What follows belongs to an exercise in optimizing a design on an open flow for small area, a short achievable clock period and few clock cycles per item; a production flow would make more cautious choices.
Where RTL was checked, it was by simulation tests only, not by an equivalence proof against the original.
Power is estimated from default activity; no workload was simulated.

==> flow/design.v <==
module CORDIC_LUT(N, value);
	input [3:0] N;
	output [29:0] value;
	wire [29:0] atan_LUT [0:15];
	assign atan_LUT[00] = 30'h12E4051D;  
	assign atan_LUT[01] = 30'h13F670B6;  
	assign atan_LUT[02] = 30'h14444750;  
	assign atan_LUT[03] = 30'h14586A18;  
	assign atan_LUT[04] = 30'h145D7E10;  
	assign atan_LUT[05] = 30'h145EC3C0;  
	assign atan_LUT[06] = 30'h145F1540;  
	assign atan_LUT[07] = 30'h145F2980;  
	assign atan_LUT[08] = 30'h145F2E00;  
	assign atan_LUT[09] = 30'h145F3000;  
	assign atan_LUT[10] = 30'h145F3000;  
	assign atan_LUT[11] = 30'h145F3000;  
	assign atan_LUT[12] = 30'h145F3000;  
	assign atan_LUT[13] = 30'h145F2000;  
	assign atan_LUT[14] = 30'h145F4000;  
	assign atan_LUT[15] = 30'h145F0000;  
	assign value = atan_LUT[N];
endmodule
module CORDIC_sin_cos (clock, rst, strobe_in, angle, strobe_out, cos, sin);
	input clock;
	input rst;
	input strobe_in;
	input [31:0] angle;
	output strobe_out;
	output [16:0] cos;
	output [16:0] sin;
	reg signed [15:0] X, Y;
	reg [29:0] W;                
	reg NEG;                     
	reg [3:0] C;                 
	reg busy, done, prev_strobe_in;
	wire start = strobe_in & ~prev_strobe_in;
	wire signed [15:0] X1 = (angle[31] ^ angle[30]) ? -16'sd19429 : 16'sd19429;
	wire signed [15:0] Y1 = angle[31] ? -16'sd19429 : 16'sd19429;
	wire [29:0] Z1 = {~angle[29], angle[28:0]};
	wire pos = ~NEG;
	wire [29:0] Bn;
	CORDIC_LUT lut(C, Bn);
	wire [29:0] T;
	ZADD30 za(W, Bn ^ {30{pos}}, pos, T);
	wire signed [15:0] Xs = (X >>> 1) >>> C;
	wire signed [15:0] Ys = (Y >>> 1) >>> C;
	wire [15:0] Xn, Yn;
	ADD16 ax(X, Ys ^ {16{pos}}, pos, Xn);
	ADD16 ay(Y, Xs ^ {16{NEG}}, NEG, Yn);
	always @(posedge clock) begin
		prev_strobe_in <= strobe_in;
		if (rst) begin
			prev_strobe_in <= 1'b0;
			busy <= 1'b0;
			done <= 1'b0;
		end else begin
			done <= busy & (C == 4'd15);
			if (start)
				busy <= 1'b1;
			else if (C == 4'd15)
				busy <= 1'b0;
		end
	end
	always @(posedge clock) begin
		if (start) begin
			C <= 4'd0;
			X <= X1;
			Y <= Y1;
			W <= Z1;
			NEG <= ~angle[29];
		end else begin
			C <= C + 4'd1;
			X <= Xn;
			Y <= Yn;
			W <= {T[28:0], 1'b0};
			NEG <= T[29];
		end
	end
	assign cos = {X[15], X};
	assign sin = {Y[15], Y};
	assign strobe_out = done;
endmodule
module ZADD30(input [29:0] a, b, input ci, output [29:0] s);
wire [30:0] g0 = {a & b, ci};
wire [30:0] p0 = {a ^ b, 1'b0};
wire gg0 = g0[1] | (p0[1] & g0[0]);
wire pp0 = p0[1] & p0[0];
wire gg1 = g0[3] | (p0[3] & g0[2]);
wire pp1 = p0[3] & p0[2];
wire gg2 = g0[5] | (p0[5] & g0[4]);
wire pp2 = p0[5] & p0[4];
wire gg3 = g0[7] | (p0[7] & g0[6]);
wire pp3 = p0[7] & p0[6];
wire gg4 = g0[9] | (p0[9] & g0[8]);
wire pp4 = p0[9] & p0[8];
wire gg5 = g0[11] | (p0[11] & g0[10]);
wire pp5 = p0[11] & p0[10];
wire gg6 = g0[13] | (p0[13] & g0[12]);
wire pp6 = p0[13] & p0[12];
wire gg7 = g0[15] | (p0[15] & g0[14]);
wire pp7 = p0[15] & p0[14];
wire gg8 = g0[17] | (p0[17] & g0[16]);
wire pp8 = p0[17] & p0[16];
wire gg9 = g0[19] | (p0[19] & g0[18]);
wire pp9 = p0[19] & p0[18];
wire gg10 = g0[21] | (p0[21] & g0[20]);
wire pp10 = p0[21] & p0[20];
wire gg11 = g0[23] | (p0[23] & g0[22]);
wire pp11 = p0[23] & p0[22];
wire gg12 = g0[25] | (p0[25] & g0[24]);
wire pp12 = p0[25] & p0[24];
wire gg13 = g0[27] | (p0[27] & g0[26]);
wire pp13 = p0[27] & p0[26];
wire gg14 = g0[29] | (p0[29] & g0[28]);
wire pp14 = p0[29] & p0[28];
wire gg15 = gg1 | (pp1 & gg0);
wire pp15 = pp1 & pp0;
wire gg16 = gg3 | (pp3 & gg2);
wire pp16 = pp3 & pp2;
wire gg17 = gg5 | (pp5 & gg4);
wire pp17 = pp5 & pp4;
wire gg18 = gg7 | (pp7 & gg6);
wire pp18 = pp7 & pp6;
wire gg19 = gg9 | (pp9 & gg8);
wire pp19 = pp9 & pp8;
wire gg20 = gg11 | (pp11 & gg10);
wire pp20 = pp11 & pp10;
wire gg21 = gg13 | (pp13 & gg12);
wire pp21 = pp13 & pp12;
wire gg22 = gg16 | (pp16 & gg15);
wire pp22 = pp16 & pp15;
wire gg23 = gg18 | (pp18 & gg17);
wire pp23 = pp18 & pp17;
wire gg24 = gg20 | (pp20 & gg19);
wire pp24 = pp20 & pp19;
wire gg25 = gg23 | (pp23 & gg22);
wire pp25 = pp23 & pp22;
wire gg26 = gg24 | (pp24 & gg25);
wire pp26 = pp24 & pp25;
wire gg27 = gg17 | (pp17 & gg22);
wire pp27 = pp17 & pp22;
wire gg28 = gg19 | (pp19 & gg25);
wire pp28 = pp19 & pp25;
wire gg29 = gg21 | (pp21 & gg26);
wire pp29 = pp21 & pp26;
wire gg30 = gg2 | (pp2 & gg15);
wire pp30 = pp2 & pp15;
wire gg31 = gg4 | (pp4 & gg22);
wire pp31 = pp4 & pp22;
wire gg32 = gg6 | (pp6 & gg27);
wire pp32 = pp6 & pp27;
wire gg33 = gg8 | (pp8 & gg25);
wire pp33 = pp8 & pp25;
wire gg34 = gg10 | (pp10 & gg28);
wire pp34 = pp10 & pp28;
wire gg35 = gg12 | (pp12 & gg26);
wire pp35 = pp12 & pp26;
wire gg36 = gg14 | (pp14 & gg29);
wire pp36 = pp14 & pp29;
wire gg37 = g0[2] | (p0[2] & gg0);
wire pp37 = p0[2] & pp0;
wire gg38 = g0[4] | (p0[4] & gg15);
wire pp38 = p0[4] & pp15;
wire gg39 = g0[6] | (p0[6] & gg30);
wire pp39 = p0[6] & pp30;
wire gg40 = g0[8] | (p0[8] & gg22);
wire pp40 = p0[8] & pp22;
wire gg41 = g0[10] | (p0[10] & gg31);
wire pp41 = p0[10] & pp31;
wire gg42 = g0[12] | (p0[12] & gg27);
wire pp42 = p0[12] & pp27;
wire gg43 = g0[14] | (p0[14] & gg32);
wire pp43 = p0[14] & pp32;
wire gg44 = g0[16] | (p0[16] & gg25);
wire pp44 = p0[16] & pp25;
wire gg45 = g0[18] | (p0[18] & gg33);
wire pp45 = p0[18] & pp33;
wire gg46 = g0[20] | (p0[20] & gg28);
wire pp46 = p0[20] & pp28;
wire gg47 = g0[22] | (p0[22] & gg34);
wire pp47 = p0[22] & pp34;
wire gg48 = g0[24] | (p0[24] & gg26);
wire pp48 = p0[24] & pp26;
wire gg49 = g0[26] | (p0[26] & gg35);
wire pp49 = p0[26] & pp35;
wire gg50 = g0[28] | (p0[28] & gg29);
wire pp50 = p0[28] & pp29;
wire gg51 = g0[30] | (p0[30] & gg36);
wire pp51 = p0[30] & pp36;
wire [29:0] cc = {gg36, gg50, gg29, gg49, gg35, gg48, gg26, gg47, gg34, gg46, gg28, gg45, gg33, gg44, gg25, gg43, gg32, gg42, gg27, gg41, gg31, gg40, gg22, gg39, gg30, gg38, gg15, gg37, gg0, g0[0]};
assign s = a ^ b ^ cc;
endmodule
module ADD16(input [15:0] a, b, input ci, output [15:0] s);
wire [16:0] g0 = {a & b, ci};
wire [16:0] p0 = {a ^ b, 1'b0};
wire gg0 = g0[1] | (p0[1] & g0[0]);
wire pp0 = p0[1] & p0[0];
wire gg1 = g0[3] | (p0[3] & g0[2]);
wire pp1 = p0[3] & p0[2];
wire gg2 = g0[5] | (p0[5] & g0[4]);
wire pp2 = p0[5] & p0[4];
wire gg3 = g0[7] | (p0[7] & g0[6]);
wire pp3 = p0[7] & p0[6];
wire gg4 = g0[9] | (p0[9] & g0[8]);
wire pp4 = p0[9] & p0[8];
wire gg5 = g0[11] | (p0[11] & g0[10]);
wire pp5 = p0[11] & p0[10];
wire gg6 = g0[13] | (p0[13] & g0[12]);
wire pp6 = p0[13] & p0[12];
wire gg7 = g0[15] | (p0[15] & g0[14]);
wire pp7 = p0[15] & p0[14];
wire gg8 = gg1 | (pp1 & gg0);
wire pp8 = pp1 & pp0;
wire gg9 = gg3 | (pp3 & gg2);
wire pp9 = pp3 & pp2;
wire gg10 = gg5 | (pp5 & gg4);
wire pp10 = pp5 & pp4;
wire gg11 = gg7 | (pp7 & gg6);
wire pp11 = pp7 & pp6;
wire gg12 = gg9 | (pp9 & gg8);
wire pp12 = pp9 & pp8;
wire gg13 = gg11 | (pp11 & gg10);
wire pp13 = pp11 & pp10;
wire gg14 = gg13 | (pp13 & gg12);
wire pp14 = pp13 & pp12;
wire gg15 = gg10 | (pp10 & gg12);
wire pp15 = pp10 & pp12;
wire gg16 = gg2 | (pp2 & gg8);
wire pp16 = pp2 & pp8;
wire gg17 = gg4 | (pp4 & gg12);
wire pp17 = pp4 & pp12;
wire gg18 = gg6 | (pp6 & gg15);
wire pp18 = pp6 & pp15;
wire gg19 = g0[2] | (p0[2] & gg0);
wire pp19 = p0[2] & pp0;
wire gg20 = g0[4] | (p0[4] & gg8);
wire pp20 = p0[4] & pp8;
wire gg21 = g0[6] | (p0[6] & gg16);
wire pp21 = p0[6] & pp16;
wire gg22 = g0[8] | (p0[8] & gg12);
wire pp22 = p0[8] & pp12;
wire gg23 = g0[10] | (p0[10] & gg17);
wire pp23 = p0[10] & pp17;
wire gg24 = g0[12] | (p0[12] & gg15);
wire pp24 = p0[12] & pp15;
wire gg25 = g0[14] | (p0[14] & gg18);
wire pp25 = p0[14] & pp18;
wire gg26 = g0[16] | (p0[16] & gg14);
wire pp26 = p0[16] & pp14;
wire [15:0] cc = {gg14, gg25, gg18, gg24, gg15, gg23, gg17, gg22, gg12, gg21, gg16, gg20, gg8, gg19, gg0, g0[0]};
assign s = a ^ b ^ cc;
endmodule
==> flow/config.mk <==
export PLATFORM = sky130hd
export DESIGN_NAME = CORDIC_sin_cos
export DESIGN_NICKNAME = CORDIC_sin_cos
export VERILOG_FILES = /design/flow/design.v
export SDC_FILE = /design/flow/constraint.sdc
export NUM_CORES = 4
export LEC_CHECK = 0
export ABC_AREA = 1
export CAP_MARGIN = 20
export CORE_MARGIN = 2
export CORE_UTILIZATION = 40
export CTS_BUF_LIST = sky130_fd_sc_hd__clkbuf_8
export GPL_TIMING_DRIVEN = 0
export SETUP_SLACK_MARGIN = 3.4
export SLEW_MARGIN = 20
==> flow/constraint.sdc <==
create_clock -name core_clock -period 6.5 [get_ports {clock}]
set_input_delay 1.3000 -clock core_clock [delete_from_list [all_inputs] [get_ports {clock}]]
set_output_delay 1.3000 -clock core_clock [all_outputs]
set_load 0.01 [all_outputs]
standard.sh (not shown) runs the stock make flow with config.mk's settings and CLKGATE_MAP_FILE= SYNTH_SCRIPT=/design/flow/synth_recipe.tcl, a recipe that flattens the netlist after the stock synthesis.
==> flow/flow/run.sh <==
#!/bin/bash
# Layout flow: the standard flow (standard.sh) with two changes.
#  - ADDER_MAP_FILE is empty, so synthesis maps no full/half-adder cells and ABC
#    maps the adders to plain gates, which are faster than the library's fa/ha cells.
#  - buffer_ports puts a buf_1 on each port instead of the delay buffer it picks
#    by default.
# The synthesis is otherwise the standard one, so the registers are the same.
set -euo pipefail
export ADDER_MAP_FILE=
export BUFFER_PORTS_ARGS="-buffer_cell sky130_fd_sc_hd__buf_1"
bash standard.sh > standard.log 2>&1
Testbench counts at the start, summed over its fixed seeds: cycles 34,824, items 2,048.
Then changed:
--- a/flow/design.v
+++ b/flow/design.v
@@ -61,9 +61,9 @@
 				busy <= 1'b0;
 		end
 	end
 	always @(posedge clock) begin
-		if (start) begin
+		if (!busy) begin
 			C <= 4'd0;
 			X <= X1;
 			Y <= Y1;
 			W <= Z1;
Non-clock buffer count rose by 4.
Routed wire length fell slightly.
Sequential cell count is unchanged.
Count of clock-buffer cells in the layout fell by 1.
Total power fell by a quarter to a third.
Global-route usage hardly moves.
Via count rose slightly.
Clock skew rose by 0.0077 ns.
Setup slack got worse by 0.13 ns.
Only the layout flow was run in the second run of this note; the RTL was not checked for function there.

---

== v6 ==
RTL: the design.v shown in full above, as it stands there.
export LEC_CHECK = 0
export ABC_AREA = 1
export CAP_MARGIN = 20
export CORE_MARGIN = 2
export CORE_UTILIZATION = 40
export SETUP_SLACK_MARGIN = 3.5
export SLEW_MARGIN = 20
create_clock -name core_clock -period 6.5 [get_ports {clock}]
Scripts as last shown in full above: flow/flow/run.sh
Testbench counts of v6, summed over its fixed seeds: cycles 34,824, items 2,048.
The inputs of v7 differ from those of v6 as listed below.
-- flow/design.v --
<<< v6, line 33
	reg NEG;                     
	reg [3:0] C;                 
	reg busy, done, prev_strobe_in;
	wire start = strobe_in & ~prev_strobe_in;
>>> v7, line 33
	reg NEG;                     
	reg [3:0] C;                 
	reg [3:0] CX;                
	reg busy, done, prev_strobe_in;
	wire start = strobe_in & ~prev_strobe_in;
<<< v6, line 43
	wire [29:0] T;
	ZADD30 za(W, Bn ^ {30{pos}}, pos, T);
	wire signed [15:0] Xs = (X >>> 1) >>> C;
	wire signed [15:0] Ys = (Y >>> 1) >>> C;
	wire [15:0] Xn, Yn;
>>> v7, line 44
	wire [29:0] T;
	ZADD30 za(W, Bn ^ {30{pos}}, pos, T);
	wire signed [15:0] Xs = (X >>> 1) >>> (~CX);
	wire signed [15:0] Ys = (Y >>> 1) >>> C;
	wire [15:0] Xn, Yn;
<<< v6, line 65
		if (start) begin
			C <= 4'd0;
			X <= X1;
			Y <= Y1;
>>> v7, line 66
		if (start) begin
			C <= 4'd0;
			CX <= 4'd15;
			X <= X1;
			Y <= Y1;
<<< v6, line 71
		end else begin
			C <= C + 4'd1;
			X <= Xn;
			Y <= Yn;
>>> v7, line 73
		end else begin
			C <= C + 4'd1;
			CX <= CX - 4'd1;
			X <= Xn;
			Y <= Yn;
[summary]
For the count of mapped cells out of synthesis, v7 came in 48 higher than v6 did.
Against v6, v7 reports a cell count along the critical path that is higher.
Final setup slack of the worst path | v7 above v6
Re total length of routed met2 wires: v7 and v6 aren't equal, and the lower value belongs to v6.
Against v6, static leakage in v7 came out worse.
Cell count | v7 above v6
Summed area of non-filler cells in the final layout (v7 vs. v6) increases by a few percent
For the routed wire length, v7 came in 7.0% higher than v6 did.
Between v7 and v6, the difference in post-synthesis sequential area ratio is negligible.
Delta (v7 minus v6): setup slack of the worst register-to-register path flat; core utilization shrank by 0.49 points.
For v7, only the layout was checked, not whether the RTL still works.

---

// CORDIC_sin_cos: RTL as listed in full above, without the edits since
clock: 6.5 ns
lec_check: 0
abc_area: 1
cap_margin: 20
core_margin: 2
core_utilization: 40
cts_buf_list: sky130_fd_sc_hd__clkbuf_8
setup_slack_margin: 3.4
slew_margin: 20
Scripts as last shown in full above: flow/flow/run.sh
Testbench counts at the start, summed over its fixed seeds: cycles 34,824, items 2,048.
==> next run, changes <==
--- a/flow/design.v
+++ b/flow/design.v
@@ -1,26 +1,26 @@
 module CORDIC_LUT(N, value);
 	input [3:0] N;
 	output [29:0] value;
 	wire [29:0] atan_LUT [0:15];
-	assign atan_LUT[00] = 30'h12E4051D;  
-	assign atan_LUT[01] = 30'h13F670B6;  
-	assign atan_LUT[02] = 30'h14444750;  
-	assign atan_LUT[03] = 30'h14586A18;  
-	assign atan_LUT[04] = 30'h145D7E10;  
-	assign atan_LUT[05] = 30'h145EC3C0;  
-	assign atan_LUT[06] = 30'h145F1540;  
-	assign atan_LUT[07] = 30'h145F2980;  
-	assign atan_LUT[08] = 30'h145F2E00;  
-	assign atan_LUT[09] = 30'h145F3000;  
+	assign atan_LUT[00] = 30'h145F0000;  
+	assign atan_LUT[01] = 30'h12E4051D;  
+	assign atan_LUT[02] = 30'h13F670B6;  
+	assign atan_LUT[03] = 30'h14444750;  
+	assign atan_LUT[04] = 30'h14586A18;  
+	assign atan_LUT[05] = 30'h145D7E10;  
+	assign atan_LUT[06] = 30'h145EC3C0;  
+	assign atan_LUT[07] = 30'h145F1540;  
+	assign atan_LUT[08] = 30'h145F2980;  
+	assign atan_LUT[09] = 30'h145F2E00;  
 	assign atan_LUT[10] = 30'h145F3000;  
 	assign atan_LUT[11] = 30'h145F3000;  
 	assign atan_LUT[12] = 30'h145F3000;  
-	assign atan_LUT[13] = 30'h145F2000;  
-	assign atan_LUT[14] = 30'h145F4000;  
-	assign atan_LUT[15] = 30'h145F0000;  
+	assign atan_LUT[13] = 30'h145F3000;  
+	assign atan_LUT[14] = 30'h145F2000;  
+	assign atan_LUT[15] = 30'h145F4000;  
 	assign value = atan_LUT[N];
 endmodule
 module CORDIC_sin_cos (clock, rst, strobe_in, angle, strobe_out, cos, sin);
 	input clock;
 	input rst;
 	input strobe_in;
@@ -29,20 +29,21 @@
 	output [16:0] cos;
 	output [16:0] sin;
 	reg signed [15:0] X, Y;
 	reg [29:0] W;                
 	reg NEG;                     
 	reg [3:0] C;                 
+	reg [3:0] CZ;                
 	reg busy, done, prev_strobe_in;
 	wire start = strobe_in & ~prev_strobe_in;
 	wire signed [15:0] X1 = (angle[31] ^ angle[30]) ? -16'sd19429 : 16'sd19429;
 	wire signed [15:0] Y1 = angle[31] ? -16'sd19429 : 16'sd19429;
 	wire [29:0] Z1 = {~angle[29], angle[28:0]};
 	wire pos = ~NEG;
 	wire [29:0] Bn;
-	CORDIC_LUT lut(C, Bn);
+	CORDIC_LUT lut(CZ, Bn);
 	wire [29:0] T;
 	ZADD30 za(W, Bn ^ {30{pos}}, pos, T);
 	wire signed [15:0] Xs = (X >>> 1) >>> C;
 	wire signed [15:0] Ys = (Y >>> 1) >>> C;
 	wire [15:0] Xn, Yn;
 	ADD16 ax(X, Ys ^ {16{pos}}, pos, Xn);
@@ -61,18 +62,20 @@
 				busy <= 1'b0;
 		end
 	end
 	always @(posedge clock) begin
 		if (start) begin
 			C <= 4'd0;
+			CZ <= 4'd1;
 			X <= X1;
 			Y <= Y1;
 			W <= Z1;
 			NEG <= ~angle[29];
 		end else begin
 			C <= C + 4'd1;
+			CZ <= CZ + 4'd1;
 			X <= Xn;
 			Y <= Yn;
 			W <= {T[28:0], 1'b0};
 			NEG <= T[29];
 		end
 	end
Fmax climbs by 1.2%.
Area after synthesis climbs by 6.3%.
Global-route usage drops by 1.5 points.
Hold slack gains 0.0095 ns.
Setup slack gains 0.034 ns.
Critical path depth drops by 18.
Non-clock buffer count drops by 11.
Total power climbs by 0.86%.
Via count climbs by 1.8%.
Synthesized cell count climbs by 3.7%.
Final cell count climbs by 2.2%.
Function not checked in the second run of this note: the RTL went through the layout flow alone.

separate check: timing with driven ports:
Ports are ideal in the flow. The routed layouts listed here were re-timed in OpenROAD. Step 1 assumes that a clkbuf_16 drives the clock port and a buf_2 every other input. Step 2 times the ports against the registers' clock, not the clock port: input delays grow and output delays shrink by t, the midpoint of the rising clock arrivals with the driver on. Three values: no drivers, after step 1, after step 2; two values: the first two.
| run | shift t [ns] | slack for setup (ns) | latest minus earliest clock arrival (ns) |
|---|---|---|---|
| the first run of note 1 | 0.416 | 3.732 / 3.732 / 3.479 | 0.012 / 0.012 |
| the second run of note 1 | 0.431 | 3.606 / 3.606 / 3.606 | 0.018 / 0.018 |
| v6 | 0.393 | 3.715 / 3.727 / 3.346 | 0.008 / 0.008 |
| v7 | 0.386 | 3.732 / 3.732 / 3.621 | 0.010 / 0.010 |
| the first run of note 3 | 0.412 | 3.695 / 3.695 / 3.341 | 0.012 / 0.011 |
| the second run of note 3 | 0.414 | 3.728 / 3.736 / 3.328 | 0.012 / 0.012 |
After both steps setup and hold are still met in every run listed. For the second run of note 3, which loses most, drivers alone change the setup slack by +0.008 ns; drivers and shift together by -0.400 ns.
